Context: an optimization exercise on an open-source flow, tuned for a short achievable clock period and few clock cycles. The choices shown serve that exercise and are no tape-out recipe.
Only simulation tests tie the RTL to the original design; equivalence was not proved.
No activity file was given, so power comes from the tool's default toggle rates.

### flow/design.v
module ALU (
  input  [10:0] op,     
  input         sra,    
  input  [31:0] in1,
  input  [31:0] in2,
  input  [2:0]  funct3,  
  output [31:0] sum,     
  output [31:0] ALUout,
  output        branch
);
  assign sum = in1 + in2;
  wire [32:0] minus = {1'b0, in1} - {1'b0, in2};
  wire LTU = minus[32];
  wire LT  = (in1[31] ^ in2[31]) ? in1[31] : minus[32];
  wire EQ  = (in1 == in2);
  wire [31:0] sll = in1 << in2[4:0];
  wire [31:0] sr  = $signed({sra & in1[31], in1}) >>> in2[4:0];
  assign ALUout = ({32{op[0]}} & sum)
                | ({32{op[1]}} & minus[31:0])
                | ({32{op[2]}} & sll)
                | ({32{op[3]}} & {31'b0, LT})
                | ({32{op[4]}} & {31'b0, LTU})
                | ({32{op[5]}} & (in1 ^ in2))
                | ({32{op[6]}} & sr)
                | ({32{op[7]}} & (in1 | in2))
                | ({32{op[8]}} & (in1 & in2));
  reg br;
  always @(*) case (funct3)
    3'b000:  br = EQ;
    3'b001:  br = !EQ;
    3'b100:  br = LT;
    3'b101:  br = !LT;
    3'b110:  br = LTU;
    3'b111:  br = !LTU;
    default: br = 1'b0;
  endcase
  assign branch = br;
endmodule
module registros (
  input         clk,
  input  [4:0]  readReg1,
  input  [4:0]  readReg2,
  output [31:0] reg1,
  output [31:0] reg2,
  input  [4:0]  wr_reg,    
  input  [31:0] wr_data
);
  reg [31:0] WORKREG [1:31];
  assign reg1 = (readReg1 == 5'd0) ? 32'b0 : WORKREG[readReg1];
  assign reg2 = (readReg2 == 5'd0) ? 32'b0 : WORKREG[readReg2];
  always @(posedge clk)
    if (wr_reg != 5'd0)
      WORKREG[wr_reg] <= wr_data;
endmodule
module LoadfromMEM (
  input  [1:0]  addr_LSB,
  input  [31:0] data_mem,
  input  [1:0]  data_width,  
  input         sin_signo,   
  output [31:0] data_readed
);
  wire [15:0] data_half = addr_LSB[1] ? data_mem[31:16] : data_mem[15:0];
  wire  [7:0] data_byte = addr_LSB[0] ? data_half[15:8] : data_half[7:0];
  wire signo_byte = !sin_signo & data_byte[7];
  wire signo_half = !sin_signo & data_half[15];
  assign data_readed = data_width[1] ? data_mem
                     : data_width[0] ? {{16{signo_half}}, data_half}
                     :                 {{24{signo_byte}}, data_byte};
endmodule
module RV32nexpo (
  input rst,
  input clk,
  output error,
  output end_prog,
  input  [31:0] InstrData,
  output [31:0] InstrAddr,
  input  [31:0] mem_in,
  output [31:0] mem_out,
  output [31:0] mem_address,
  output [3:0]  mem_mask,
  output mem_read,
  output mem_write
);
  reg rst_r;
  always @(posedge clk) rst_r <= rst;
  reg [31:2] f_pc;       
  reg        i_v;        
  reg [31:2] i_pc;       
  reg        d_v;
  reg [31:0] d_ir;
  reg [31:2] d_pc;
  reg        halt_end, halt_err;
  reg        i_fp, d_fp;   
  reg        lb_v;
  reg [31:2] lb_pc, lb_tgt;
  wire       F_hit = lb_v & (f_pc == lb_pc);
  wire [31:2] F_next = F_hit ? lb_tgt : f_pc + 30'd1;
  assign InstrAddr = {f_pc, 2'b00};
  assign end_prog  = halt_end;
  assign error     = halt_err;
  wire halted = halt_end | halt_err;
  wire [6:0] D_opcode = d_ir[6:0];
  wire [4:0] D_rd     = d_ir[11:7];
  wire [2:0] D_funct3 = d_ir[14:12];
  wire [4:0] D_rs1    = d_ir[19:15];
  wire [4:0] D_rs2    = d_ir[24:20];
  wire D_isLOAD   = (D_opcode == 7'b0000011);
  wire D_isFENCE  = (D_opcode == 7'b0001111);
  wire D_isALUimm = (D_opcode == 7'b0010011);
  wire D_isAUIPC  = (D_opcode == 7'b0010111);
  wire D_isSTORE  = (D_opcode == 7'b0100011);
  wire D_isALUreg = (D_opcode == 7'b0110011);
  wire D_isLUI    = (D_opcode == 7'b0110111);
  wire D_isBRANCH = (D_opcode == 7'b1100011);
  wire D_isJALR   = (D_opcode == 7'b1100111);
  wire D_isJAL    = (D_opcode == 7'b1101111);
  wire D_isSYSTEM = (D_opcode == 7'b1110011);
  wire D_f3zero   = (D_funct3 == 3'b000);
  wire D_isEBREAK = D_isSYSTEM & D_f3zero & d_ir[20];
  wire D_isCSR    = D_isSYSTEM & !D_f3zero;
  wire D_isILL    = !(D_isLOAD | D_isFENCE | D_isALUimm | D_isAUIPC | D_isSTORE |
                      D_isALUreg | D_isLUI | D_isBRANCH | D_isJALR | D_isJAL |
                      D_isSYSTEM) | (D_isSYSTEM & D_f3zero & !d_ir[20]);
  wire D_use1 = D_isLOAD | D_isALUimm | D_isSTORE | D_isALUreg | D_isBRANCH |
                D_isJALR | (D_isCSR & !D_funct3[2]);
  wire D_use2 = D_isSTORE | D_isALUreg | D_isBRANCH;
  wire D_wr   = D_isLOAD | D_isALUimm | D_isAUIPC | D_isALUreg | D_isLUI |
                D_isJAL | D_isJALR | D_isCSR;
  wire [4:0] D_rdw = D_wr ? D_rd : 5'd0;
  wire [4:0] D_rs1u = D_use1 ? D_rs1 : 5'd0;
  wire [4:0] D_rs2u = D_use2 ? D_rs2 : 5'd0;
  wire [31:0] D_Iimm = {{21{d_ir[31]}}, d_ir[30:20]};
  wire [31:0] D_Simm = {{21{d_ir[31]}}, d_ir[30:25], d_ir[11:7]};
  wire [31:0] D_Bimm = {{20{d_ir[31]}}, d_ir[7], d_ir[30:25], d_ir[11:8], 1'b0};
  wire [31:0] D_Jimm = {{12{d_ir[31]}}, d_ir[19:12], d_ir[20], d_ir[30:21], 1'b0};
  wire [31:0] D_Uimm = {d_ir[31:12], 12'b0};
  wire [31:0] D_aimm = D_isSTORE ? D_Simm : D_Iimm;      
  wire [31:2]  D_jtgt  = d_pc + D_Jimm[31:2];            
  wire [31:2]  D_btgt  = d_pc + D_Bimm[31:2];            
  wire [31:12] D_auhi  = d_pc[31:12] + d_ir[31:12];      
  wire [31:2]  D_tgt   = D_isJAL ? D_jtgt : D_btgt;
  wire [31:2]  D_link  = d_pc + 30'd1;                   
  wire D_brShort  = D_isBRANCH & !d_ir[31] & (d_ir[30:25] == 6'd0) & !d_ir[7] &
                    !d_ir[8] & (d_ir[11:9] != 3'd0) & (d_ir[11:9] <= 3'd4);
  wire [1:0] D_brK = d_ir[10:9] - 2'd1;    
  wire D_jalShort = D_isJAL & !d_ir[31] & (d_ir[30:24] == 7'd0) & (d_ir[19:12] == 8'd0) &
                    !d_ir[20] & !d_ir[21] & (d_ir[23:22] != 2'd0);
  wire [1:0] D_jalK = d_ir[23:22] - 2'd1;  
  wire D_predT = (D_isJAL & !D_jalShort) | (D_isBRANCH & d_ir[31]);
  wire [31:0] rf1, rf2;
  reg  [31:0] r_res;
  reg  [4:0]  r_rdw;
  registros reg32 (
    .clk(clk),
    .readReg1(D_rs1), .readReg2(D_rs2),
    .reg1(rf1), .reg2(rf2),
    .wr_reg(r_rdw), .wr_data(r_res));
  reg [4:0] e_rdw, m_rdw, w_rdw;
  reg       e_ld, m_ld, w_ld;
  reg       e_sq;    
  wire [4:0] e_rdwv = e_sq ? 5'd0 : e_rdw;
  wire       e_ldv  = e_ld & !e_sq;
  reg [31:0] m_res, w_res;
  wire h1E = (D_rs1u != 5'd0) & (D_rs1u == e_rdwv);
  wire h1M = (D_rs1u != 5'd0) & (D_rs1u == m_rdw);
  wire h1W = (D_rs1u != 5'd0) & (D_rs1u == w_rdw);
  wire h1R = (D_rs1  != 5'd0) & (D_rs1  == r_rdw);
  wire h2E = (D_rs2u != 5'd0) & (D_rs2u == e_rdwv);
  wire h2M = (D_rs2u != 5'd0) & (D_rs2u == m_rdw);
  wire h2W = (D_rs2u != 5'd0) & (D_rs2u == w_rdw);
  wire h2R = (D_rs2  != 5'd0) & (D_rs2  == r_rdw);
  reg  [1:0] kill_cnt;    
  wire D_stall = d_v & (kill_cnt == 2'd0) & (((h1E | h2E) & e_ldv) | ((h1M | h2M) & m_ld));
  reg [2:0]  w_f3;
  reg [1:0]  w_lo;
  wire [31:0] W_ldata;
  LoadfromMEM load (
    .addr_LSB(w_lo), .data_mem(mem_in), .data_width(w_f3[1:0]),
    .sin_signo(w_f3[2]), .data_readed(W_ldata));
  wire [31:0] W_val = w_ld ? W_ldata : w_res;    
  wire [31:0] E_res;
  wire [31:0] D_rs1m = h1M ? m_res : h1R ? r_res : rf1;
  wire [31:0] D_rs2m = h2M ? m_res : h2R ? r_res : rf2;
  wire        D_bimm = !(D_isALUreg | D_isBRANCH);   
  wire [31:0] D_bm   = D_bimm ? D_aimm : D_rs2m;
  wire [31:0] D_rs1v = h1E ? E_res : (h1W & !h1M) ? W_val : D_rs1m;
  wire [31:0] D_rs2v = h2E ? E_res : (h2W & !h2M) ? W_val : D_rs2m;
  wire [31:0] D_bv   = (h2E & !D_bimm) ? E_res : (h2W & !h2M & !D_bimm) ? W_val : D_bm;
  wire D_aluop = D_isALUreg | D_isALUimm;
  wire D_alt   = D_isALUreg ? d_ir[30] : (d_ir[30] & D_funct3 == 3'b101);
  wire [8:0] D_op;
  assign D_op[0] = (D_aluop & D_funct3 == 3'b000 & !(D_isALUreg & d_ir[30])) | D_isLOAD | D_isSTORE;
  assign D_op[1] = D_aluop & D_funct3 == 3'b000 & D_isALUreg & d_ir[30];
  assign D_op[2] = D_aluop & D_funct3 == 3'b001;
  assign D_op[3] = D_aluop & D_funct3 == 3'b010;
  assign D_op[4] = D_aluop & D_funct3 == 3'b011;
  assign D_op[5] = D_aluop & D_funct3 == 3'b100;
  assign D_op[6] = D_aluop & D_funct3 == 3'b101;
  assign D_op[7] = D_aluop & D_funct3 == 3'b110;
  assign D_op[8] = D_aluop & D_funct3 == 3'b111;
  wire D_usePres = D_isLUI | D_isAUIPC | D_isJAL | D_isJALR;
  wire [31:0] D_pres = D_isLUI ? D_Uimm : D_isAUIPC ? {D_auhi, d_pc[11:2], 2'b00} : {D_link, 2'b00};
  wire [11:0] D_csr = d_ir[31:20];
  wire [4:0] D_csrsel;
  assign D_csrsel[0] = D_csr == 12'h800;
  assign D_csrsel[1] = D_csr == 12'hC00 || D_csr == 12'hC01;
  assign D_csrsel[2] = D_csr == 12'hC80 || D_csr == 12'hC81;
  assign D_csrsel[3] = D_csr == 12'hC02;
  assign D_csrsel[4] = D_csr == 12'hC82;
  reg        e_brShort;
  reg [1:0]  e_brK;
  reg        e_v, e_isBr, e_isJALR, e_isStore, e_pred, e_isCSR, e_usePres, e_sra;
  reg [8:0]  e_op;
  reg [4:0]  e_csrsel;
  reg [2:0]  e_f3;
  reg [4:0]  e_zimm;
  reg [31:0] e_a, e_b, e_s, e_pres;
  reg [31:2] e_alt;
  wire [31:0] E_a = e_a;
  wire [31:0] E_b = e_b;
  wire [31:0] E_s = e_s;
  wire [31:0] E_sum, E_alu;
  wire        E_take;
  ALU alu (
    .op({2'b00, e_op}), .sra(e_sra), .in1(E_a), .in2(E_b), .funct3(e_f3),
    .sum(E_sum), .ALUout(E_alu), .branch(E_take));
  wire E_redirect = !e_sq & ((e_isBr & !e_brShort & (E_take ^ e_pred)) | e_isJALR);
  wire E_skip     = !e_sq & e_isBr & e_brShort & E_take & (e_brK != 2'd0);   
  wire [31:2] E_target = e_isJALR ? E_sum[31:2] : e_alt;
  reg [63:0] cycle, instret;
  reg [31:0] PWM_;
  wire [31:0] E_csrv = ({32{e_csrsel[0]}} & PWM_)
                     | ({32{e_csrsel[1]}} & cycle[31:0])
                     | ({32{e_csrsel[2]}} & cycle[63:32])
                     | ({32{e_csrsel[3]}} & instret[31:0])
                     | ({32{e_csrsel[4]}} & instret[63:32]);
  wire [31:0] E_csrsrc = e_f3[2] ? {27'b0, e_zimm} : E_a;
  wire [31:0] E_csrnew = (e_f3[1:0] == 2'b01) ? E_csrsrc
                       : (e_f3[1:0] == 2'b10) ? (PWM_ | E_csrsrc)
                       :                        (PWM_ & ~E_csrsrc);
  assign E_res = E_alu
                    | ({32{e_usePres}} & e_pres)
                    | ({32{e_isCSR}} & E_csrv);
  wire [31:0] E_sdata = e_f3[1] ? E_s : e_f3[0] ? {2{E_s[15:0]}} : {4{E_s[7:0]}};
  wire [3:0]  E_smask = e_f3[1] ? 4'b1111
                      : e_f3[0] ? (E_sum[1] ? 4'b1100 : 4'b0011)
                      : (4'b0001 << E_sum[1:0]);
  reg [31:2] m_addr;
  reg [31:0] m_sdata;
  reg [3:0]  m_mask;
  reg        m_rd, m_wr;
  reg [2:0]  m_f3;
  reg [1:0]  m_lo;
  assign mem_address = {m_addr, 2'b00};
  assign mem_out     = m_sdata;
  assign mem_mask    = m_mask;
  assign mem_read    = m_rd;
  assign mem_write   = m_wr;
  wire D_go   = d_v & !D_stall & !halted & (kill_cnt == 2'd0);
  wire D_kill = (kill_cnt != 2'd0) | E_skip;
  wire D_halt = D_go & !E_redirect & !E_skip & (D_isEBREAK | D_isILL);
  wire D_pass = D_go & !(D_isEBREAK | D_isILL);
  wire D_fpbad = d_fp & (D_kill | !(D_isBRANCH & d_ir[31]));
  wire D_redir = d_v & (D_fpbad | (D_predT & !d_fp & !D_kill));
  wire [31:2] D_rtgt = d_fp ? D_link : D_tgt;
  always @(posedge clk) begin
    if (rst_r) begin
      f_pc <= 30'd0;
      i_v  <= 1'b0;
      d_v  <= 1'b0;
    end else if (E_redirect) begin
      f_pc <= E_target;
      i_v  <= 1'b0;
      d_v  <= 1'b0;
    end else if (D_stall) begin
      if (i_v) begin            
        f_pc <= i_pc;
        i_v  <= 1'b0;
      end else begin
        f_pc <= F_next;
        i_v  <= 1'b1;
      end
    end else if (D_redir) begin
      f_pc <= D_rtgt;
      i_v  <= 1'b0;
      d_v  <= 1'b0;
    end else begin
      f_pc <= F_next;
      i_v  <= 1'b1;
      d_v  <= i_v & !halted;
    end
    i_pc <= f_pc;
    i_fp <= F_hit;
    if (!D_stall) begin
      d_ir <= InstrData;
      d_pc <= i_pc;
      d_fp <= i_fp;
    end
    if (rst_r)
      lb_v <= 1'b0;
    else if (d_v & D_isBRANCH & d_ir[31] & !d_fp) begin
      lb_v   <= 1'b1;
      lb_pc  <= d_pc;
      lb_tgt <= D_btgt;
    end
    e_a     <= D_rs1v;
    e_b     <= D_bv;
    e_s     <= D_rs2v;
    e_pres  <= D_pres;
    e_alt   <= D_predT ? D_link : D_btgt;
    e_pred  <= D_predT;
    e_op    <= D_op;
    e_sra   <= D_alt;
    e_f3    <= D_funct3;
    e_zimm  <= D_rs1;
    e_csrsel <= D_csrsel;
    e_usePres <= D_usePres;
    e_isCSR <= D_isCSR;
    if (rst_r | !D_pass) begin
      e_v       <= 1'b0;
      e_isBr    <= 1'b0;
      e_isJALR  <= 1'b0;
      e_isStore <= 1'b0;
      e_ld      <= 1'b0;
      e_rdw     <= 5'd0;
    end else begin
      e_v       <= 1'b1;
      e_isBr    <= D_isBRANCH;
      e_isJALR  <= D_isJALR;
      e_isStore <= D_isSTORE;
      e_ld      <= D_isLOAD;
      e_rdw     <= D_rdw;
    end
    e_sq <= !rst_r & (E_redirect | E_skip);
    if (rst_r | E_redirect)
      kill_cnt <= 2'd0;
    else if (E_skip)
      kill_cnt <= e_brK - {1'b0, d_v & !D_stall};
    else if (kill_cnt != 2'd0)
      kill_cnt <= kill_cnt - {1'b0, d_v & !halted};
    else if (D_pass & D_jalShort)
      kill_cnt <= D_jalK;
    e_brShort <= D_brShort;
    e_brK     <= D_brK;
    if (rst_r) begin
      halt_end <= 1'b0;
      halt_err <= 1'b0;
    end else if (D_halt) begin
      halt_end <= D_isEBREAK;
      halt_err <= D_isILL;
    end
    m_res   <= E_res;
    m_addr  <= E_sum[31:2];
    m_lo    <= E_sum[1:0];
    m_sdata <= E_sdata;
    m_mask  <= E_smask;
    m_f3    <= e_f3;
    if (rst_r) begin
      m_rd  <= 1'b0;
      m_wr  <= 1'b0;
      m_ld  <= 1'b0;
      m_rdw <= 5'd0;
    end else begin
      m_rd  <= e_ldv;
      m_wr  <= e_isStore & !e_sq;
      m_ld  <= e_ldv;
      m_rdw <= e_rdwv;
    end
    w_res <= m_res;
    w_f3  <= m_f3;
    w_lo  <= m_lo;
    w_ld  <= m_ld;
    w_rdw <= rst_r ? 5'd0 : m_rdw;
    r_res <= W_val;
    r_rdw <= rst_r ? 5'd0 : w_rdw;
    if (rst_r) begin
      PWM_    <= 32'b0;
      cycle   <= 64'b0;
      instret <= 64'b0;
    end else begin
      cycle <= cycle + 64'd1;
      if (e_v & !e_sq) instret <= instret + 64'd1;
      if (e_v & !e_sq & e_isCSR & e_csrsel[0] & (e_f3[1] | (e_zimm != 5'd0))) PWM_ <= E_csrnew;
    end
  end
endmodule
### flow/flow/run.sh
#!/bin/bash
# The standard layout (standard.sh: ORFS synthesis to final), with only
# the setup repair target raised: repair_timing works until the worst setup
# slack is SETUP_SLACK_MARGIN ns (or it can do no better). The clock, its
# period and the I/O constraints are the standard flow's, unchanged.
set -euo pipefail
bash standard.sh SETUP_SLACK_MARGIN=6.5 finish > orfs_make.log 2>&1
### flow/standard.sh
#!/bin/bash
# synth_recipe.tcl (not shown) runs the flow's synth.tcl, then flattens the netlist and writes it again
# the make line also repeats each setting of config.mk as NAME=value (left out here)
make -C /OpenROAD-flow-scripts/flow DESIGN_CONFIG=/design/flow/config.mk WORK_HOME=/design/flow/orfs CLKGATE_MAP_FILE= SYNTH_SCRIPT=/design/flow/synth_recipe.tcl "${@:-finish}"
### flow/config.mk
export PLATFORM = sky130hd
export DESIGN_NAME = RV32nexpo
export DESIGN_NICKNAME = RV32nexpo
export VERILOG_FILES = /design/flow/design.v
export SDC_FILE = /design/flow/constraint.sdc
export NUM_CORES = 4
export LEC_CHECK = 0
export ABC_CLOCK_PERIOD_IN_PS = 2500
export CAP_MARGIN = 20
export CORE_MARGIN = 2
export CORE_UTILIZATION = 40
export SLEW_MARGIN = 20
### flow/constraint.sdc
create_clock -name core_clock -period 10.0 [get_ports {clk}]
set_input_delay 2.0000 -clock core_clock [delete_from_list [all_inputs] [get_ports {clk}]]
set_output_delay 2.0000 -clock core_clock [all_outputs]
set_load 0.01 [all_outputs]
==> results of run 1 <==
-- worst register-to-register path: stages, from the launching register on --
cell and delay, ns:
dfxtp_1 0.37, buf_8 0.20, clkinvlp_4 0.29, ha_4 0.37, buf_4 0.15, a21oi_1 0.08, a211o_1 0.38, a22o_1 0.28
a211oi_4 0.22, buf_6 0.16, buf_4 0.13, nand3_4 0.09, a311oi_4 0.28, buf_6 0.18, buf_12 0.13, buf_12 0.10
buf_16 0.11, o221ai_4 0.09, o22ai_2 0.21
-- state kept, by name, indices dropped and copies added (netlist names), 30 cells and up, named ones only --
signal	flops
e_b	32
w_res	32
e_alt	30
instret	64
i_pc	30
m_res	32
d_ir	32
f_pc	30
e_s	32
d_pc	30
m_sdata	32
reg32.WORKREG	992
e_pres	30
lb_tgt	30
cycle	64
lb_pc	30
m_addr	30
e_a	32
r_res	32
-- per-layer routing --
metal / vias up / wire length, microns
li1: 28500 / -
met1: 34400 / 133000
met2: 3883 / 160000
met3: 903 / 33000
met4: 6 / 24900
met5: - / 50
-- stage by stage --
stage               instances  hold WS (ns)  area (sq um)  total power, mW
finish                  10700         0.328        109000             18.6
detailed placement       9988         0.316         94400             10.8
global route            10700         0.343        109000             19.0
CTS                     10600         0.331        107000             18.3
floorplan                7193         0.310         89500             9.65
global placement         9987         0.317         94400             10.7
-- cell usage after synthesis (44+ instances only) --
| library cell | instances |
|---|---|
| xnor2_1 | 157 |
| clkbuf_1 | 338 |
| a221oi_1 | 53 |
| nor2_1 | 752 |
| a21oi_1 | 462 |
| ha_1 | 157 |
| buf_1 | 60 |
| buf_2 | 105 |
| edfxtp_1 | 1115 |
| xor2_1 | 162 |
| a211oi_1 | 176 |
| mux4_2 | 614 |
| and3_1 | 51 |
| a22oi_1 | 55 |
| mux2i_1 | 293 |
| nor3_1 | 74 |
| or3_1 | 48 |
| nand4_1 | 48 |
| a21o_1 | 51 |
| nor2b_1 | 55 |
| dfxtp_1 | 625 |
| nand2_1 | 473 |
| o211ai_1 | 62 |
| o21ai_0 | 275 |
| inv_1 | 183 |
| nand3_1 | 118 |
| nand2b_1 | 44 |
| mux2_2 | 46 |
-- path summary, 6_finish.rpt --
path	from	to	cells after the start
max	e_a[31]	f_pc[15]	18
min reg2reg	m_f3[1]	w_f3[1]	0
max reg2reg	e_a[31]	f_pc[15]	18
min	m_f3[1]	w_f3[1]	0
-- repair_timing --
item | 4_1_cts | 5_1_grt
resized for setup | 832 | 295
endpoints found under the setup margin | 394 | 198
pin swaps | 110 | 132
gates cloned | 31 | 9
setup buffers | 245 | 108
-- cell type report --
class / instances / area (sq um)
repair buffers: 722 / 7740
clock buffers: 242 / 5070
well taps: 2975 / 3720
inverters: 193 / 825
flip-flops and latches: 1740 / 46300
clock inverters: 103 / 1320
multi-input cells: 4751 / 44000
fillers: 19000 / 113000
diodes: 8 / 20.0
-- kinds of logic (layout without fill, tap and decap cells) --
kind of cell,count (synthesis),count (layout)
and+or+nand+nor,1798,1801
DFF,1740,1740
AOI/OAI and AO/OA,1509,1511
muxes,954,954
buffers and inverters,707,1260
xor gates and xnor gates,319,319
adders and majority gates,162,162
other,1,12
-- where the power goes --
part | internal (mW) | switching, mW | leakage, nW
Combinational | 1.27 | 1.80 | 19.6
Clock | 4.20 | 3.06 | 3.07
Sequential | 7.89 | 0.329 | 15.8
==> impl_metrics.ini, run 1 <==
[status]
status = complete, no violations

[die]
io_pins = 170
die-height_microns = 476
die_area_sq_um = 227000
row_count = 173
core_area_sq_um = 222000
fp.dieW_microns = 476
initial_core_util_pct = 40.2

[routing]
ant_nets = 0
firstDrtPassIters = 9
totalWireLength_mm = 350
drt-initial-drc-count = 8972
vias_per_cell = 6.31
post-route-drc-count = 0
routedWlPerCell_microns = 32.6
vias = 67700

[synth]
synth_area_leaders = edfxtp_1 (38%), mux4_2 (16%), dfxtp_1 (14%)
synth_seq_cells = 1740
yosys_warnings = 3
synth_xor_area_share_pct = 3.14
synth-adder-area-share_pct = 2.32
synth_top_family_by_area = multiplexers
syn_avg_cell_area_sq_um = 12.4
synth-edff-count = 1115
synthMuxAreaShare_pct = 19.4
synth_top_area_share_pct = 37.6
synthArstFlopShare_pct = 0
yosysSeqAreaShare_pct = 51.6
syn-cell-area_sq_um = 89100
synth_ff_type = edfxtp_1
synth_top_area_cell = edfxtp_1
synth-simple-area-share_pct = 9.14
synthCells = 7190
synth-compound-area-share_pct = 11.2
ys_types = 103

[final_layout]
drive_above_1_share_pct = 28.1
final_cell_mix = edfxtp_1 (1115), nor2_1 (690), mux4_2 (614)
final_core_util_pct = 49.1
syn2layout_area_growth_pct = 22.2
layout.nets = 7823
final_common_cell = edfxtp_1

[power_and_ir_drop]
powerDensity_nw_per_um2 = 170
vdd.ir_drop.worst_uv = 160
power_leakage_nw = 38.5

[timing]
rsz0062_at_grt = true
timing.fmax_mhz = 254
fin_skew_ns = 0.0697
worstMarginPinSlew_ns = 1.22
layout_worst_path_cycle_share_pct = 39.3
fin_ws_ns = 6.07
period_minus_slack_ns = 3.93
slew_headroom_pct = 18.0
hold_viol_final = 0
finalMaxSlewViolations = 0
finalSetupViolCount = 0
fin_tns_setup_ns = 0

[worst_setup_path]
worst-endpoint-arrival_ns = 4.70
critPathMaxStageDelay_ns = 0.38
crit_family = compound AO/OA/AOI/OAI gates
cp_slowest_cell = a211o_1
cp.required_ns = 10.76
path_cells = buf_8, clkinvlp_4, ha_4, buf_4, a21oi_1, a211o_1, a22o_1, a211oi_4, buf_6, buf_4, nand3_4, a311oi_4, buf_6, buf_12, buf_12, buf_16, o221ai_4, o22ai_2
cp_max_fo = 14
crit_path_start_kind = register
cp-end-kind = register
reg2reg_slack_ns = 6.07
crit_type = reg2reg
path_buf_inv = 9

[global_route]
gr-usage-met3_pct = 5.79
antenna_found_initial = 11
gr-usage-met1_pct = 38.8
gr-usage-all-layers_pct = 30.0
grt_pass1_vias = 65500
grt_max_degree = 90
grt_pass1_wl_mm = 488
grt-ovfl-total = 0
grtUsageMet2_pct = 47.1
grt_most_used_layer = met2

[clocking]
h-tree-depth = 4
clock-root-buffer = clkbuf_16
clock_path_buffers = 3
cts_made_buffers = 187
clk_pin_slew_worst_paths_ns = 0.06
cts_tree = done
clock_latency_ns = 0.87
clock_sinks = 1740
hold_buffers = 0

[job]
drv_cap = 0

[placement]
hpwl_mm = 219
dp_slack_ns = 4.36
place.gp.congestion = 0.982
port_buffers = 165

[worst_hold_path]
min_path_type = reg2reg
Testbench counts, summed over its fixed seeds: cycles 29,468.
==> inputs of run 2 (changes only) <==
--- a/flow/design.v
+++ b/flow/design.v
@@ -54,17 +54,29 @@
 endmodule
 module LoadfromMEM (
-  input  [1:0]  addr_LSB,
-  input  [31:0] data_mem,
-  input  [1:0]  data_width,  
-  input         sin_signo,   
+  input  [31:0] data_mem,    
+  input  [31:0] other,       
+  input         use_other,
+  input  [3:0]  b0sel,       
+  input         b1m1,        
+  input         b1m3,        
+  input         b1s,         
+  input         b23m,        
+  input         b23s,        
+  input  [3:0]  sgsel,       
   output [31:0] data_readed
 );
-  wire [15:0] data_half = addr_LSB[1] ? data_mem[31:16] : data_mem[15:0];
-  wire  [7:0] data_byte = addr_LSB[0] ? data_half[15:8] : data_half[7:0];
-  wire signo_byte = !sin_signo & data_byte[7];
-  wire signo_half = !sin_signo & data_half[15];
-  assign data_readed = data_width[1] ? data_mem
-                     : data_width[0] ? {{16{signo_half}}, data_half}
-                     :                 {{24{signo_byte}}, data_byte};
+  wire sign = |(sgsel & {data_mem[31], data_mem[23], data_mem[15], data_mem[7]});
+  assign data_readed[7:0]   = ({8{b0sel[0]}} & data_mem[7:0])
+                            | ({8{b0sel[1]}} & data_mem[15:8])
+                            | ({8{b0sel[2]}} & data_mem[23:16])
+                            | ({8{b0sel[3]}} & data_mem[31:24])
+                            | ({8{use_other}} & other[7:0]);
+  assign data_readed[15:8]  = ({8{b1m1}} & data_mem[15:8])
+                            | ({8{b1m3}} & data_mem[31:24])
+                            | ({8{b1s & sign}})
+                            | ({8{use_other}} & other[15:8]);
+  assign data_readed[31:16] = ({16{b23m}} & data_mem[31:16])
+                            | ({16{b23s & sign}})
+                            | ({16{use_other}} & other[31:16]);
 endmodule
 module RV32nexpo (
@@ -172,11 +184,11 @@
   reg  [1:0] kill_cnt;    
   wire D_stall = d_v & (kill_cnt == 2'd0) & (((h1E | h2E) & e_ldv) | ((h1M | h2M) & m_ld));
-  reg [2:0]  w_f3;
-  reg [1:0]  w_lo;
-  wire [31:0] W_ldata;
+  reg [3:0]  w_b0sel, w_sgsel;
+  reg        w_b1m1, w_b1m3, w_b1s, w_b23m, w_b23s;
+  wire [31:0] W_val;    
   LoadfromMEM load (
-    .addr_LSB(w_lo), .data_mem(mem_in), .data_width(w_f3[1:0]),
-    .sin_signo(w_f3[2]), .data_readed(W_ldata));
-  wire [31:0] W_val = w_ld ? W_ldata : w_res;    
+    .data_mem(mem_in), .other(w_res), .use_other(!w_ld),
+    .b0sel(w_b0sel), .b1m1(w_b1m1), .b1m3(w_b1m3), .b1s(w_b1s),
+    .b23m(w_b23m), .b23s(w_b23s), .sgsel(w_sgsel), .data_readed(W_val));
   wire [31:0] E_res;
   wire [31:0] D_rs1m = h1M ? m_res : h1R ? r_res : rf1;
@@ -257,6 +269,8 @@
   assign mem_read    = m_rd;
   assign mem_write   = m_wr;
-  wire D_go   = d_v & !D_stall & !halted & (kill_cnt == 2'd0);
-  wire D_kill = (kill_cnt != 2'd0) | E_skip;
+  reg         r_redir;
+  reg  [31:2] r_tgt;
+  wire D_go   = d_v & !D_stall & !halted & !r_redir & (kill_cnt == 2'd0);
+  wire D_kill = kill_cnt != 2'd0;
   wire D_halt = D_go & !E_redirect & !E_skip & (D_isEBREAK | D_isILL);
   wire D_pass = D_go & !(D_isEBREAK | D_isILL);
@@ -264,4 +278,5 @@
   wire D_redir = d_v & (D_fpbad | (D_predT & !d_fp & !D_kill));
   wire [31:2] D_rtgt = d_fp ? D_link : D_tgt;
+  wire E_recover = E_skip & d_v & !D_stall & (D_redir | d_fp);
   always @(posedge clk) begin
     if (rst_r) begin
@@ -269,6 +284,6 @@
       i_v  <= 1'b0;
       d_v  <= 1'b0;
-    end else if (E_redirect) begin
-      f_pc <= E_target;
+    end else if (r_redir) begin
+      f_pc <= r_tgt;
       i_v  <= 1'b0;
       d_v  <= 1'b0;
@@ -292,4 +307,6 @@
     i_pc <= f_pc;
     i_fp <= F_hit;
+    r_redir <= !rst_r & (E_redirect | E_recover);
+    r_tgt   <= E_redirect ? E_target : D_link;
     if (!D_stall) begin
       d_ir <= InstrData;
@@ -338,5 +355,5 @@
       kill_cnt <= e_brK - {1'b0, d_v & !D_stall};
     else if (kill_cnt != 2'd0)
-      kill_cnt <= kill_cnt - {1'b0, d_v & !halted};
+      kill_cnt <= kill_cnt - {1'b0, d_v & !halted & !r_redir};
     else if (D_pass & D_jalShort)
       kill_cnt <= D_jalK;
@@ -368,6 +385,14 @@
     end
     w_res <= m_res;
-    w_f3  <= m_f3;
-    w_lo  <= m_lo;
+    w_b0sel <= !m_ld ? 4'b0000 : m_f3[1] ? 4'b0001 : m_f3[0] ? (m_lo[1] ? 4'b0100 : 4'b0001)
+                                                             : (4'b0001 << m_lo);
+    w_b1m1  <= m_ld & (m_f3[1] | (m_f3[0] & !m_lo[1]));
+    w_b1m3  <= m_ld & !m_f3[1] & m_f3[0] & m_lo[1];
+    w_b1s   <= m_ld & !m_f3[1] & !m_f3[0];
+    w_b23m  <= m_ld & m_f3[1];
+    w_b23s  <= m_ld & !m_f3[1];
+    w_sgsel <= (!m_ld | m_f3[1] | m_f3[2]) ? 4'b0000
+             : m_f3[0] ? (m_lo[1] ? 4'b1000 : 4'b0010)
+             :           (4'b0001 << m_lo);
     w_ld  <= m_ld;
     w_rdw <= rst_r ? 5'd0 : m_rdw;
==> impl_metrics.ini, run 2 <==
[status]
status = complete, no violations

[power_and_ir_drop]
seqPwrFrac_pct = 45.5
clkPwrFrac_pct = 38.8
power_leakage_nw = 38.1
switching_share_pct = 27.8
vdd.ir_drop.worst_uv = 130
p_int_mw = 13.3
powerDensity_nw_per_um2 = 171
p_switching_mw = 5.13
pwr-share-comb_pct = 15.8

[global_route]
grt_pass1_vias = 65000
grt_pass1_wl_mm = 495
grt-ovfl-total = 0
gr-usage-all-layers_pct = 30.3
grt_max_degree = 93
antenna_found_initial = 27

[final_layout]
final_cell_mix = edfxtp_1 (1115), mux4_2 (641), nor2_1 (594)
finalNonFillerCells = 10600
largest-register = reg32.WORKREG
drive_above_1_share_pct = 27.3
final_common_cell = edfxtp_1
multiInputGateArea_sq_um = 42900
syn2layout_area_growth_pct = 20.6
regArea_sq_um = 47100
fillers = 19400
final_area_sq_um = 108000
layout.nets = 7733
largest_reg_flops = 992
final_core_util_pct = 48.6

[die]
die-height_microns = 477
core_area_sq_um = 222000
initial_core_util_pct = 40.3
die_area_sq_um = 228000
row_count = 173
fp.dieW_microns = 477
io_pins = 170

[routing]
routed.top_layer = met5
totalWireLength_mm = 356
met3_length_mm = 31.9
vias = 67300
vias_per_cell = 6.33
met2_length_mm = 165
post-route-drc-count = 0
firstDrtPassIters = 8
met1_length_mm = 135
routedWlPerCell_microns = 33.5
drt-initial-drc-count = 9178
ant_nets = 0

[timing]
fin_tns_setup_ns = 0
layout_worst_path_cycle_share_pct = 36.9
finalMaxSlewViolations = 0
period_minus_slack_ns = 3.69
hold_viol_final = 0
worstMarginPinSlew_ns = 1.23
rsz0062_at_grt = true
fin_skew_ns = 0.0442
slew_headroom_pct = 17.3
timing.fmax_mhz = 271
finalSetupViolCount = 0

[synth]
synth_area_leaders = edfxtp_1 (37%), mux4_2 (16%), dfxtp_1 (15%)
synth_top_area_cell = edfxtp_1
synth_seq_cells = 1779
ys_types = 90
synthCells = 7102
synth_ff_type = edfxtp_1
synth-edff-count = 1115
synth_top_area_share_pct = 37.4
syn_avg_cell_area_sq_um = 12.6
yosysSeqAreaShare_pct = 52.2
synth_commonest_cells = edfxtp_1 (1115), dfxtp_1 (664), mux4_2 (641), nor2_1 (640), nand2_1 (507)
synth.most_common_cell = edfxtp_1
synthArstFlopShare_pct = 0
yosys_warnings = 3
syn-cell-area_sq_um = 89500

[worst_setup_path]
crit_type = reg2reg
cp.required_ns = 10.74
cp-end-kind = register
r2r-start = e_b[4]
crit_path_start = e_b[4]
cp_max_fo = 6
worst-endpoint-arrival_ns = 4.43
cp-endpoint = e_s[24]
crit_path_start_kind = register
reg2reg_to = e_s[24]
reg2reg_slack_ns = 6.31
worstRegToRegCells = 14

[placement]
place.gp.congestion = 0.998
hpwl_mm = 225
dpl_cell_area_sq_um = 94700
dp_cells = 9908
port_buffers = 165

[clocking]
clock_path_buffers = 3
cts_made_buffers = 192
clock-root-buffer = clkbuf_16
clk_pin_slew_worst_paths_ns = 0.06
clock_sinks = 1779
h-tree-depth = 4
cts_tree = done
clock_latency_ns = 0.88
hold_buffers = 0

[worst_hold_path]
min_path_type = reg2reg

[job]
drv_cap = 0
[run 2: cell count changes after synthesis, sizes merged, moves of 33 or more]
cell / delta
nand2: +34
a211oi: -87
buf: -33
a21oi: -47
dfxtp: +39
nor2: -112
o211ai: +35
[run 2: final cells by class]
cell class	count	area share (%)
Inverter	212	0.815
Clock buffer	262	4.89
Clock inverter	84	0.899
Antenna cell	9	0.0209
Sequential cell	1779	43.7
Multi-Input combinational cell	4623	39.7
Timing Repair Buffer	695	6.55
Tap cell	2975	3.45
Timing Repair inverter	2	0.0232
[run 2: power by group through the flow]
stage	sequential [mW]	combinational, mW	clock (mW)
5_1_grt	8.40	3.00	7.53
6_report	8.39	2.91	7.15
4_1_cts	8.39	2.68	7.23
3_3_place_gp	8.60	2.34	0
3_5_place_dp	8.60	2.33	0
2_1_floorplan	8.41	1.37	0
[run 2: critical path, cell delays in order (launching register included)]
cell	delay, ns
dfxtp_4	0.36
buf_12	0.14
clkinv_16	0.06
ha_4	0.24
or4_4	0.45
a211oi_4	0.30
o311ai_4	0.18
nand4_1	0.19
buf_4	0.15
nand2_4	0.05
o211ai_1	0.48
a31oi_2	0.20
a221o_1	0.34
a21o_1	0.22
o21a_1	0.19
[run 2: what timing repair did]
action	in CTS	in global routing
buffers inserted	232	114
setup endpoints to repair	440	208
endpoints found under the hold margin	0	0
gates resized for setup	718	237
cloned	24	8
pin swaps	72	104
[run 2: cell families after synthesis]
kind of cell,after synthesis,synth area share [%]
AOI/OAI and AO/OA,1428,10.6
xor gates and xnor gates,319,3.12
adders and majority gates,162,2.31
buffers and inverters,704,3.04
DFF,1779,52.2
muxes,981,20.0
other,1,0.00419
and+or+nand+nor,1728,8.68
[run 2: per-layer routing]
metal	GRT usage [%]	vias up
met5	0	-
met4	17.2	6
met3	5.88	866
met2	47.9	3862
met1	38.9	34400
li1	-	28200
[run 2: worst min path at each step]
stage          startpoint         to  cells past startpoint
2_1_floorplan     e_f3[2]    m_f3[2]                      0
3_3_place_gp    m_res[27]  w_res[27]                      0
3_5_place_dp    m_res[30]  w_res[30]                      0
4_1_cts         m_res[18]  w_res[18]                      0
5_1_grt         m_res[24]  w_res[24]                      0
6_report        m_res[24]  w_res[24]                      0
[run 2: per-stage QoR]
step                worst slack [ns]  hold WS (ns)  total power, mW
global placement                4.32         0.359             10.9
detailed placement              4.66         0.358             10.9
floorplan                       6.45         0.329             9.78
finish                          6.31         0.355             18.5
global route                    6.28         0.355             18.9
CTS                             6.41         0.348             18.3
Testbench counts of run 2, summed over its fixed seeds: cycles 29,886.
==> inputs of run 3 (changes only) <==
--- a/flow/design.v
+++ b/flow/design.v
@@ -37,4 +37,16 @@
   assign branch = br;
 endmodule
+module SumEq (
+  input  [31:0] a,
+  input  [31:0] b,
+  input  [31:2] c,
+  output        eq
+);
+  wire [1:0]  lo = a[1:0] + b[1:0];
+  wire [31:0] nc = ~{c, lo};
+  wire [31:0] x  = a ^ b ^ nc;
+  wire [31:0] y  = {(a[30:0] & b[30:0]) | (a[30:0] & nc[30:0]) | (b[30:0] & nc[30:0]), 1'b0};
+  assign eq = &(x ^ y);
+endmodule
 module registros (
   input         clk,
@@ -104,8 +116,13 @@
   reg        halt_end, halt_err;
   reg        i_fp, d_fp;   
-  reg        lb_v;
-  reg [31:2] lb_pc, lb_tgt;
-  wire       F_hit = lb_v & (f_pc == lb_pc);
-  wire [31:2] F_next = F_hit ? lb_tgt : f_pc + 30'd1;
+  reg [31:2] i_ptgt, d_ptgt, e_ptgt;   
+  reg [15:0] bt_v;
+  reg        be_en, be_val, bd_en;
+  reg [31:2] be_pc, be_tgt, bd_pc, bd_tgt;
+  reg [11:6] bt_tag [0:15];
+  reg [31:2] bt_tgt [0:15];
+  wire [3:0] F_idx = f_pc[5:2];
+  wire       F_hit = bt_v[F_idx] & (bt_tag[F_idx] == f_pc[11:6]);
+  wire [31:2] F_next = F_hit ? bt_tgt[F_idx] : f_pc + 30'd1;
   assign InstrAddr = {f_pc, 2'b00};
   assign end_prog  = halt_end;
@@ -160,4 +177,5 @@
   wire [1:0] D_jalK = d_ir[23:22] - 2'd1;  
   wire D_predT = (D_isJAL & !D_jalShort) | (D_isBRANCH & d_ir[31]);
+  wire D_pred  = d_fp | D_predT;    
   wire [31:0] rf1, rf2;
   reg  [31:0] r_res;
@@ -228,5 +246,6 @@
   reg [4:0]  e_zimm;
   reg [31:0] e_a, e_b, e_s, e_pres;
-  reg [31:2] e_alt;
+  reg [31:2] e_alt, e_pc, e_tgt;
+  reg        e_fp, e_isJAL;
   wire [31:0] E_a = e_a;
   wire [31:0] E_b = e_b;
@@ -237,7 +256,13 @@
     .op({2'b00, e_op}), .sra(e_sra), .in1(E_a), .in2(E_b), .funct3(e_f3),
     .sum(E_sum), .ALUout(E_alu), .branch(E_take));
-  wire E_redirect = !e_sq & ((e_isBr & !e_brShort & (E_take ^ e_pred)) | e_isJALR);
+  wire E_jalrEq;
+  SumEq jalrcheck (.a(E_a), .b(E_b), .c(e_ptgt), .eq(E_jalrEq));
+  wire E_jalrOk   = e_pred & E_jalrEq;
+  wire E_fpMis    = !e_sq & e_fp & ((e_isBr & E_take) | e_isJAL) & (e_ptgt != e_tgt);
+  wire E_redirect = (!e_sq & ((e_isBr & !e_brShort & (E_take ^ e_pred)) | (e_isJALR & !E_jalrOk))) | E_fpMis;
   wire E_skip     = !e_sq & e_isBr & e_brShort & E_take & (e_brK != 2'd0);   
   wire [31:2] E_target = e_isJALR ? E_sum[31:2] : e_alt;
+  wire E_btIns = !e_sq & ((e_isBr & !e_pred & E_take) | (e_isJALR & !E_jalrOk));
+  wire E_btDel = (!e_sq & e_isBr & e_pred & !E_take) | E_fpMis;
   reg [63:0] cycle, instret;
   reg [31:0] PWM_;
@@ -269,37 +294,25 @@
   assign mem_read    = m_rd;
   assign mem_write   = m_wr;
-  reg         r_redir;
-  reg  [31:2] r_tgt;
-  wire D_go   = d_v & !D_stall & !halted & !r_redir & (kill_cnt == 2'd0);
+  reg         r_redir, rd_redir;
+  reg  [31:2] r_tgt, rd_tgt, r_tgtB;
+  reg         r_useB;
+  wire D_go   = d_v & !D_stall & !halted & !r_redir & !rd_redir & (kill_cnt == 2'd0);
   wire D_kill = kill_cnt != 2'd0;
   wire D_halt = D_go & !E_redirect & !E_skip & (D_isEBREAK | D_isILL);
   wire D_pass = D_go & !(D_isEBREAK | D_isILL);
-  wire D_fpbad = d_fp & (D_kill | !(D_isBRANCH & d_ir[31]));
+  wire D_fpbad = d_fp & (D_kill | !(D_isBRANCH | D_isJAL | D_isJALR));
   wire D_redir = d_v & (D_fpbad | (D_predT & !d_fp & !D_kill));
   wire [31:2] D_rtgt = d_fp ? D_link : D_tgt;
   wire E_recover = E_skip & d_v & !D_stall & (D_redir | d_fp);
+  wire        F_alt   = rst_r | r_redir | rd_redir | (D_stall & i_v);
+  wire [31:2] F_altpc = rst_r ? 30'd0 : r_redir ? (r_useB ? r_tgtB : r_tgt) : rd_redir ? rd_tgt : i_pc;
   always @(posedge clk) begin
-    if (rst_r) begin
-      f_pc <= 30'd0;
-      i_v  <= 1'b0;
-      d_v  <= 1'b0;
-    end else if (r_redir) begin
-      f_pc <= r_tgt;
+    f_pc <= F_alt ? F_altpc : F_next;
+    if (rst_r | r_redir | rd_redir) begin
       i_v  <= 1'b0;
       d_v  <= 1'b0;
     end else if (D_stall) begin
-      if (i_v) begin            
-        f_pc <= i_pc;
-        i_v  <= 1'b0;
-      end else begin
-        f_pc <= F_next;
-        i_v  <= 1'b1;
-      end
-    end else if (D_redir) begin
-      f_pc <= D_rtgt;
-      i_v  <= 1'b0;
-      d_v  <= 1'b0;
+      i_v  <= !i_v;             
     end else begin
-      f_pc <= F_next;
       i_v  <= 1'b1;
       d_v  <= i_v & !halted;
@@ -307,17 +320,34 @@
     i_pc <= f_pc;
     i_fp <= F_hit;
+    i_ptgt <= bt_tgt[F_idx];
     r_redir <= !rst_r & (E_redirect | E_recover);
-    r_tgt   <= E_redirect ? E_target : D_link;
+    rd_redir <= !rst_r & d_v & !r_redir & !rd_redir & !D_stall & D_redir;
+    rd_tgt   <= D_rtgt;
+    r_tgt   <= (e_isBr & e_brShort) ? D_link : E_target;   
+    r_tgtB  <= e_tgt;
+    r_useB  <= E_fpMis;
     if (!D_stall) begin
       d_ir <= InstrData;
       d_pc <= i_pc;
       d_fp <= i_fp;
+      d_ptgt <= i_ptgt;
     end
+    be_en  <= !rst_r & (E_btIns | E_btDel);
+    be_val <= E_btIns;
+    be_pc  <= e_pc;
+    be_tgt <= E_target;
+    bd_en  <= !rst_r & d_v & !d_fp & (D_isJAL | (D_isBRANCH & d_ir[31]));
+    bd_pc  <= d_pc;
+    bd_tgt <= D_tgt;
     if (rst_r)
-      lb_v <= 1'b0;
-    else if (d_v & D_isBRANCH & d_ir[31] & !d_fp) begin
-      lb_v   <= 1'b1;
-      lb_pc  <= d_pc;
-      lb_tgt <= D_btgt;
+      bt_v <= 16'd0;
+    else if (be_en) begin
+      bt_v[be_pc[5:2]]   <= be_val;
+      bt_tag[be_pc[5:2]] <= be_pc[11:6];
+      bt_tgt[be_pc[5:2]] <= be_tgt;
+    end else if (bd_en) begin
+      bt_v[bd_pc[5:2]]   <= 1'b1;
+      bt_tag[bd_pc[5:2]] <= bd_pc[11:6];
+      bt_tgt[bd_pc[5:2]] <= bd_tgt;
     end
     e_a     <= D_rs1v;
@@ -325,6 +355,10 @@
     e_s     <= D_rs2v;
     e_pres  <= D_pres;
-    e_alt   <= D_predT ? D_link : D_btgt;
-    e_pred  <= D_predT;
+    e_alt   <= D_pred ? D_link : D_btgt;
+    e_pred  <= D_pred;
+    e_pc    <= d_pc;
+    e_tgt   <= D_tgt;
+    e_fp    <= d_fp;
+    e_ptgt  <= d_ptgt;
     e_op    <= D_op;
     e_sra   <= D_alt;
@@ -338,4 +372,5 @@
       e_isBr    <= 1'b0;
       e_isJALR  <= 1'b0;
+      e_isJAL   <= 1'b0;
       e_isStore <= 1'b0;
       e_ld      <= 1'b0;
@@ -345,4 +380,5 @@
       e_isBr    <= D_isBRANCH;
       e_isJALR  <= D_isJALR;
+      e_isJAL   <= D_isJAL;
       e_isStore <= D_isSTORE;
       e_ld      <= D_isLOAD;
@@ -355,8 +391,8 @@
       kill_cnt <= e_brK - {1'b0, d_v & !D_stall};
     else if (kill_cnt != 2'd0)
-      kill_cnt <= kill_cnt - {1'b0, d_v & !halted & !r_redir};
-    else if (D_pass & D_jalShort)
+      kill_cnt <= kill_cnt - {1'b0, d_v & !halted & !r_redir & !rd_redir};
+    else if (D_pass & D_jalShort & !d_fp)
       kill_cnt <= D_jalK;
-    e_brShort <= D_brShort;
+    e_brShort <= D_brShort & !d_fp;
     e_brK     <= D_brK;
     if (rst_r) begin
==> impl_metrics.ini, run 3 <==
[synth]
synth_top_area_cell = edfxtp_1
syn_avg_cell_area_sq_um = 13.9
synthCells = 8508
ys_types = 104
synth_seq_cells = 2547
synth_top_area_share_pct = 42.2
synth.most_common_cell = edfxtp_1
syn-cell-area_sq_um = 118000
yosysSeqAreaShare_pct = 57.2
synth_commonest_cells = edfxtp_1 (1661), dfxtp_1 (886), mux4_2 (803), nor2_1 (646), nand2_1 (534)
yosys_warnings = 3
synthArstFlopShare_pct = 0
synth_ff_type = edfxtp_1
synth_area_leaders = edfxtp_1 (42%), mux4_2 (15%), dfxtp_1 (15%)
synth-edff-count = 1661

[timing]
period_minus_slack_ns = 3.74
layout_worst_path_cycle_share_pct = 37.4
hold_viol_final = 0
timing.fmax_mhz = 267
slew_headroom_pct = 20.4
rsz0062_at_grt = true
finalMaxSlewViolations = 0
fin_skew_ns = 0.0570
finalSetupViolCount = 0
fin_tns_setup_ns = 0
worstMarginPinSlew_ns = 1.19

[clocking]
hold_buffers = 0
cts_made_buffers = 280
clk_pin_slew_worst_paths_ns = 0.06
h-tree-depth = 5
clock-root-buffer = clkbuf_16
cts_tree = done
clock_latency_ns = 0.87
clock_sinks = 2547
clock_path_buffers = 4

[power_and_ir_drop]
clkPwrFrac_pct = 37.9
powerDensity_nw_per_um2 = 191
vdd.ir_drop.worst_uv = 146
power_leakage_nw = 49.6
seqPwrFrac_pct = 44.8
pwr-share-comb_pct = 17.4
p_switching_mw = 7.62
switching_share_pct = 27.9
p_int_mw = 19.7

[worst_setup_path]
crit_type = reg2reg
worst-endpoint-arrival_ns = 4.53
cp.required_ns = 10.79
cp_max_fo = 6
crit_path_start_kind = register
cp-end-kind = register

[final_layout]
largest_reg_flops = 992
largest-register = reg32.WORKREG
drive_above_1_share_pct = 29.3
multiInputGateArea_sq_um = 51400
finalNonFillerCells = 13200
layout.nets = 9329
regArea_sq_um = 67800
syn2layout_area_growth_pct = 21.2
final_common_cell = edfxtp_1
fillers = 25000
final_cell_mix = edfxtp_1 (1661), mux4_2 (808), dfxtp_1 (780)

[status]
status = complete, no violations

[die]
die_area_sq_um = 300000
io_pins = 170
die-height_microns = 548
fp.dieW_microns = 548
core_area_sq_um = 294000
row_count = 199
initial_core_util_pct = 40.2

[routing]
routed.top_layer = met5
met2_length_mm = 203
met1_length_mm = 182
vias = 84000
met3_length_mm = 51.6
routedWlPerCell_microns = 35.1
vias_per_cell = 6.36
drt-initial-drc-count = 12600
firstDrtPassIters = 9
ant_nets = 0
post-route-drc-count = 0
totalWireLength_mm = 464

[global_route]
grt_pass1_vias = 80400
antenna_found_initial = 42
grt_pass1_wl_mm = 635
grt_max_degree = 72
grt-ovfl-total = 0
gr-usage-all-layers_pct = 29.9

[worst_hold_path]
min_path_type = reg2reg

[placement]
port_buffers = 165
dp_cells = 12200
place.gp.congestion = 1.02
hpwl_mm = 291

[job]
drv_cap = 0
-- run 3: cell types whose count changed after synthesis, moves of 24 or more --
cell      change
nand4_1      +24
a211oi_1     +80
buf_1        -29
buf_2        +64
dfxtp_1     +222
mux2_2      +113
clkbuf_1     +44
xnor2_1      +24
fa_1         +29
mux2i_1      -32
edfxtp_1    +546
mux4_2      +162
nand2_1      +27
-- run 3: area by class of cell --
class                   instances  share of cell area [%]
multi-input cells            5161                    35.9
repair inverters                2                  0.0122
well taps                    3919                    3.42
flip-flops and latches       2547                    47.4
inverters                     228                   0.661
diodes                         19                  0.0332
clock inverters               123                   0.839
clock buffers                 373                    5.45
repair buffers                844                    6.34
-- run 3: critical path, stage by stage, from the launching register on --
cell and delay [ns]:
dfxtp_4 0.41, buf_12 0.16, inv_6 0.06, ha_4 0.27
a211o_1 0.36, buf_4 0.16, a221o_1 0.36, xnor2_2 0.92
a221oi_4 0.22, buf_4 0.20, nand2_1 0.14, nor2_1 0.06
a21oi_1 0.19, mux2_2 0.18
-- run 3: path summary, 6_finish.rpt --
check / from / to / slack [ns] / depth (start not counted)
min reg2reg: d_ptgt[7] / e_ptgt[7] / 0.34 / 0
max: e_b[1] / e_b[5] / 6.26 / 13
min: d_ptgt[7] / e_ptgt[7] / 0.34 / 0
max reg2reg: e_b[1] / e_b[5] / 6.26 / 13
-- run 3: stage by stage --
step	area, sq um	worst slack (ns)	utilization, %	power, mW	hold slack [ns]
finish	143000	6.26	48.8	27.3	0.338
global route	143000	6.23	48.8	28.0	0.334
CTS	140000	6.31	47.6	26.9	0.335
detailed placement	125000	4.63	42.5	16.1	0.327
global placement	125000	4.61	42.5	16.1	0.325
floorplan	118000	6.46	-	14.3	0.323
-- run 3: timing repair --
item | CTS | global route
pin swaps | 96 | 155
gates resized for setup | 893 | 336
endpoints found under the setup margin | 560 | 253
hold endpoints to repair | 0 | 0
cloned | 28 | 13
buffers inserted | 250 | 183
-- run 3: logic make-up after synthesis --
kind of cell	after synthesis	share of synthesized area (%)
buf+inv	804	2.72
mux	1232	19.2
fa+ha+maj	199	2.32
compound gates	1545	8.82
flops	2547	57.2
simple gates	1821	7.05
other cells	1	0.00317
xor+xnor	359	2.66
-- run 3: power by group through the flow --
stage | combinational (mW) | clock, mW | sequential, mW
5_1_grt | 4.88 | 10.8 | 12.2
6_report | 4.75 | 10.3 | 12.2
3_5_place_dp | 3.65 | 0 | 12.5
3_3_place_gp | 3.64 | 0 | 12.5
2_1_floorplan | 2.09 | 0 | 12.2
4_1_cts | 4.30 | 10.4 | 12.2
-- run 3: metal layers --
metal / track usage (%) / up-vias
li1: - / 34300
met1: 41.2 / 43400
met5: 0 / -
met3: 7.06 / 1036
met4: 15.6 / 12
met2: 44.2 / 5338
Testbench counts of run 3, summed over its fixed seeds: cycles 28,893.
==> inputs of run 4 (changes only) <==
--- a/flow/design.v
+++ b/flow/design.v
@@ -118,4 +118,5 @@
   reg [31:2] i_ptgt, d_ptgt, e_ptgt;   
   reg [15:0] bt_v;
+  integer    bj;
   reg        be_en, be_val, bd_en;
   reg [31:2] be_pc, be_tgt, bd_pc, bd_tgt;
@@ -176,6 +177,4 @@
                     !d_ir[20] & !d_ir[21] & (d_ir[23:22] != 2'd0);
   wire [1:0] D_jalK = d_ir[23:22] - 2'd1;  
-  wire D_predT = (D_isJAL & !D_jalShort) | (D_isBRANCH & d_ir[31]);
-  wire D_pred  = d_fp | D_predT;    
   wire [31:0] rf1, rf2;
   reg  [31:0] r_res;
@@ -191,4 +190,13 @@
   wire [4:0] e_rdwv = e_sq ? 5'd0 : e_rdw;
   wire       e_ldv  = e_ld & !e_sq;
+  reg        e_isAUIPC, e_auz;
+  reg [31:0] e_pres;
+  wire        D_jrKnown = D_isJALR & e_isAUIPC & !e_sq & (D_rs1 != 5'd0) & (D_rs1 == e_rdw);
+  wire [31:2] D_jrTgt   = e_pres[31:2] + D_Iimm[31:2];
+  wire        D_jrShort = D_jrKnown & e_auz & !d_ir[31] & (d_ir[30:25] == 6'd0) &
+                          (d_ir[21:20] == 2'd0) & (d_ir[24:22] >= 3'd2) & (d_ir[24:22] <= 3'd4);
+  wire [1:0]  D_jrK = d_ir[23:22] - 2'd2;    
+  wire D_predT = (D_isJAL & !D_jalShort) | (D_isBRANCH & d_ir[31]) | (D_jrKnown & !D_jrShort);
+  wire D_pred  = d_fp | D_predT | D_jrShort;    
   reg [31:0] m_res, w_res;
   wire h1E = (D_rs1u != 5'd0) & (D_rs1u == e_rdwv);
@@ -245,5 +253,5 @@
   reg [2:0]  e_f3;
   reg [4:0]  e_zimm;
-  reg [31:0] e_a, e_b, e_s, e_pres;
+  reg [31:0] e_a, e_b, e_s;
   reg [31:2] e_alt, e_pc, e_tgt;
   reg        e_fp, e_isJAL;
@@ -303,5 +311,5 @@
   wire D_fpbad = d_fp & (D_kill | !(D_isBRANCH | D_isJAL | D_isJALR));
   wire D_redir = d_v & (D_fpbad | (D_predT & !d_fp & !D_kill));
-  wire [31:2] D_rtgt = d_fp ? D_link : D_tgt;
+  wire [31:2] D_rtgt = d_fp ? D_link : D_isJALR ? D_jrTgt : D_tgt;
   wire E_recover = E_skip & d_v & !D_stall & (D_redir | d_fp);
   wire        F_alt   = rst_r | r_redir | rd_redir | (D_stall & i_v);
@@ -337,18 +345,19 @@
     be_pc  <= e_pc;
     be_tgt <= E_target;
-    bd_en  <= !rst_r & d_v & !d_fp & (D_isJAL | (D_isBRANCH & d_ir[31]));
+    bd_en  <= !rst_r & d_v & !d_fp & (D_isJAL | (D_isBRANCH & d_ir[31]) | D_jrKnown);
     bd_pc  <= d_pc;
-    bd_tgt <= D_tgt;
-    if (rst_r)
-      bt_v <= 16'd0;
-    else if (be_en) begin
-      bt_v[be_pc[5:2]]   <= be_val;
+    bd_tgt <= D_isJALR ? D_jrTgt : D_tgt;
+    if (be_en) begin
       bt_tag[be_pc[5:2]] <= be_pc[11:6];
       bt_tgt[be_pc[5:2]] <= be_tgt;
     end else if (bd_en) begin
-      bt_v[bd_pc[5:2]]   <= 1'b1;
       bt_tag[bd_pc[5:2]] <= bd_pc[11:6];
       bt_tgt[bd_pc[5:2]] <= bd_tgt;
     end
+    for (bj = 0; bj < 16; bj = bj + 1)
+      if (rst_r)
+        bt_v[bj] <= 1'b0;
+      else if (be_en ? (be_pc[5:2] == bj) : (bd_en & (bd_pc[5:2] == bj)))
+        bt_v[bj] <= be_en ? be_val : 1'b1;
     e_a     <= D_rs1v;
     e_b     <= D_bv;
@@ -360,5 +369,5 @@
     e_tgt   <= D_tgt;
     e_fp    <= d_fp;
-    e_ptgt  <= d_ptgt;
+    e_ptgt  <= d_fp ? d_ptgt : D_jrShort ? d_pc + {28'd0, D_jrK} + 30'd1 : D_jrTgt;
     e_op    <= D_op;
     e_sra   <= D_alt;
@@ -373,4 +382,6 @@
       e_isJALR  <= 1'b0;
       e_isJAL   <= 1'b0;
+      e_isAUIPC <= 1'b0;
+      e_auz     <= 1'b0;
       e_isStore <= 1'b0;
       e_ld      <= 1'b0;
@@ -381,4 +392,6 @@
       e_isJALR  <= D_isJALR;
       e_isJAL   <= D_isJAL;
+      e_isAUIPC <= D_isAUIPC;
+      e_auz     <= D_isAUIPC & (d_ir[31:12] == 20'd0);
       e_isStore <= D_isSTORE;
       e_ld      <= D_isLOAD;
@@ -392,6 +405,6 @@
     else if (kill_cnt != 2'd0)
       kill_cnt <= kill_cnt - {1'b0, d_v & !halted & !r_redir & !rd_redir};
-    else if (D_pass & D_jalShort & !d_fp)
-      kill_cnt <= D_jalK;
+    else if (D_pass & !d_fp & (D_jalShort | D_jrShort))
+      kill_cnt <= D_jalShort ? D_jalK : D_jrK;
     e_brShort <= D_brShort & !d_fp;
     e_brK     <= D_brK;
==> flow/flow/run.sh (replaced) <==
#!/bin/bash
# The standard layout (standard.sh: ORFS synthesis to final) with two
# layout settings changed; the clock, its period and the I/O constraints are
# the standard flow's, unchanged:
# - SETUP_SLACK_MARGIN: repair_timing works until the worst setup slack is
#   this many ns (or it can do no better);
# - BUFFER_PORTS_ARGS: every input and output port still gets a buffer, a
#   buf_4 instead of the default delay buffer.
# ORFS writes each step's full log under orfs/logs/; make's own output goes
# to orfs_make.log here.
set -euo pipefail
bash standard.sh SETUP_SLACK_MARGIN=6.5 "BUFFER_PORTS_ARGS=-buffer_cell sky130_fd_sc_hd__buf_4" finish > orfs_make.log 2>&1
--- a/flow/config.mk
+++ b/flow/config.mk
@@ -9,4 +9,4 @@
 export CAP_MARGIN = 20
 export CORE_MARGIN = 2
-export CORE_UTILIZATION = 40
+export CORE_UTILIZATION = 55
 export SLEW_MARGIN = 20
==> impl_metrics.ini, run 4 <==
[power_and_ir_drop]
seqPwrFrac_pct = 46.0
power_mw = 26.6
switching_share_pct = 27.1
p_int_mw = 19.4
pwr-share-comb_pct = 16.1
power_leakage_nw = 50.0
vdd.ir_drop.worst_uv = 212
powerDensity_nw_per_um2 = 188
clkPwrFrac_pct = 37.8
p_switching_mw = 7.22

[final_layout]
largest-register = reg32.WORKREG
syn2layout_area_growth_pct = 17.2
largest_reg_flops = 992
drive_above_1_share_pct = 28.2
layout.nets = 9602
final_common_cell = edfxtp_1
final_cell_mix = edfxtp_1 (1661), mux4_2 (824), dfxtp_1 (818)

[synth]
synthArstFlopShare_pct = 0
synth_seq_cells = 2579
synth-edff-count = 1661
synth_commonest_cells = edfxtp_1 (1661), dfxtp_1 (918), mux4_2 (824), nor2_1 (791), nand2_1 (493)
yosysSeqAreaShare_pct = 56.4
syn-cell-area_sq_um = 121000
synth_area_leaders = edfxtp_1 (41%), mux4_2 (15%), dfxtp_1 (15%)
yosys_warnings = 3
synthCells = 8882
synth_top_family_by_area = multiplexers
syn_avg_cell_area_sq_um = 13.6
synth.most_common_cell = edfxtp_1
ys_types = 99
synth_top_area_share_pct = 41.2
synthMuxAreaShare_pct = 18.7
synth_top_area_cell = edfxtp_1
synth_ff_type = edfxtp_1
synth-compound-area-share_pct = 9.09
synth_xor_area_share_pct = 2.95
synth-adder-area-share_pct = 2.55
synth-simple-area-share_pct = 7.52

[timing]
hold_viol_final = 0
timing.fmax_mhz = 272
slew_headroom_pct = 10.5
finalSetupViolCount = 0
timing.hold.ws_ns = 0.321
finalMaxSlewViolations = 0
worstMarginPinSlew_ns = 1.33
period_minus_slack_ns = 3.67
fin_tns_setup_ns = 0
layout_worst_path_cycle_share_pct = 36.7
fin_skew_ns = 0.0833
rsz0062_at_grt = true

[die]
die_area_sq_um = 224000
core_area_sq_um = 219000
io_pins = 170
initial_core_util_pct = 55.2
fp.dieW_microns = 473
die-height_microns = 473
row_count = 172

[routing]
post-route-drc-count = 0
vias_per_cell = 6.92
drt-initial-drc-count = 12900
totalWireLength_mm = 446
routedWlPerCell_microns = 36.0
vias = 85700
ant_nets = 0
firstDrtPassIters = 8

[clocking]
h-tree-depth = 5
clock-root-buffer = clkbuf_16
clock_path_buffers = 4
hold_buffers = 0
cts_made_buffers = 287
clock_latency_ns = 0.95
clock_sinks = 2579
clk_pin_slew_worst_paths_ns = 0.07
cts_tree = done

[worst_setup_path]
cp_max_fo = 5
worstRegToRegCells = 14
worst-endpoint-arrival_ns = 4.35
crit_type = reg2reg
cp-end-kind = register
cp.required_ns = 10.68
crit_path_start_kind = register

[worst_hold_path]
min_path_cells = 0
min_path_type = reg2reg

[status]
status = complete, no violations

[placement]
port_buffers = 165
hpwl_mm = 276
place.gp.congestion = 1.00

[global_route]
antenna_found_initial = 31
grt_pass1_wl_mm = 615
gr-usage-all-layers_pct = 38.8
grt-ovfl-total = 0
grt_pass1_vias = 81900
grt_max_degree = 88

[job]
drv_cap = 0
## run 4: changes by cell type in the layout (fill, tap and decap cells not counted), sizes merged, moves of 34 or more
cell,change
mux2,+34
o211ai,-70
a221oi,+78
nand2,-42
mux2i,-69
clkdlybuf4s50,-50
a211oi,-34
nor3,+44
nor2,+146
dlygate4sd2,-57
a21oi,+77
## run 4: power by group through the flow
stage / logic [mW] / registers (mW) / clock network (mW)
detailed placement: 3.43 / 12.5 / 0
global route: 4.44 / 12.3 / 10.5
global placement: 3.42 / 12.5 / 0
CTS: 3.94 / 12.3 / 10.1
floorplan: 2.06 / 12.3 / 0
finish: 4.30 / 12.3 / 10.1
## run 4: routing by layer
metal	wire [microns]	GRT usage [%]	vias to the layer above
li1	-	-	35300
met1	174000	54.9	43700
met2	190000	56.0	5578
met3	54500	10.3	1136
met4	26700	18.4	6
met5	46	0	-
## run 4: area by class of cell
cell class	count	area [sq um]
fill	16000	77400
sequential	2579	68500
multi-input combinational	5472	52400
clock buffer	387	7950
timing repair buffer	722	7570
tap	2871	3590
inverter	246	1010
clock inverter	101	797
timing repair inverter	3	27.5
antenna	7	17.5
## run 4: kinds of logic (layout without fill, tap and decap cells)
family          count (synthesis)  count (layout)
compound gates               1626            1626
xor+xnor                      408             408
fa+ha+maj                     225             225
buf+inv                       837            1459
flops                        2579            2579
mux                          1210            1210
other cells                     1              11
simple gates                 1996            1999
## run 4: worst paths after layout
check | startpoint | to | slack [ns]
worst max-delay path | e_b[0] | e_b[16] | 6.33
worst min register to register | m_res[11] | w_res[11] | 0.32
worst min-delay path | m_res[11] | w_res[11] | 0.32
worst max register to register | e_b[0] | e_b[16] | 6.33
## run 4: per-stage QoR
stage               instance area, sq um  utilization, %  cells  setup slack [ns]
floorplan                         121000               -   8885              6.43
global placement                  126000            57.3  11500              4.90
detailed placement                126000            57.3  11500              4.89
CTS                               139000            63.5  12200              6.39
global route                      142000            64.7  12400              6.35
finish                            142000            64.7  12400              6.33
## run 4: repair_timing
action | CTS | global route
setup buffers | 179 | 121
pin swaps | 58 | 90
resized for setup | 544 | 273
cloned | 33 | 18
endpoints found under the hold margin | 0 | 0
setup endpoints to repair | 505 | 280
## run 4: critical path: stages, from the launching register on
cell and delay [ns]:
dfxtp_4 0.38, buf_4 0.15, ha_4 0.18, fa_2 0.41, a21o_1 0.22, a21oi_4 0.19
o21bai_4 0.09, a31oi_4 0.26, buf_4 0.17, o22ai_1 0.09, o21a_1 0.19, nor2_1 0.11
xnor2_1 0.15, a221oi_2 0.66, a221oi_1 0.20
Testbench counts of run 4, summed over its fixed seeds: cycles 28,519.

[port drivers added, routing unchanged]
How much do the figures lean on ideal ports? The routed layouts below were timed once more, with nothing changed but the port constraints. Step 1 assumes that a clkbuf_16 drives the clock port and a buf_2 every other input. Step 2 moves the port delays by t, midway between the first and last clock arrival at a register: inputs arrive t later, outputs are due t later. That takes back most of the time a late clock gives input paths. Slacks: ideal / step 1 / step 2; pairs: ideal / step 1.
| run | shift t [ns] | setup WS [ns] | worst setup path at the end | pins driven straight from the clock port |
|---|---|---|---|---|
| run 1 | 0.918 | 6.067 / 6.067 / 5.620 | input to register | 1 |
| run 2 | 0.943 | 6.306 / 6.306 / 5.503 | input to register | 1 |
| run 3 | 0.934 | 6.256 / 6.256 / 5.655 | input to register | 1 |
| run 4 | 1.008 | 6.326 / 6.326 / 5.715 | input to register | 1 |
After both steps setup and hold are still met in every run listed. For run 2, which loses most, drivers alone change the setup slack by 0.000 ns; drivers and shift together by -0.803 ns.
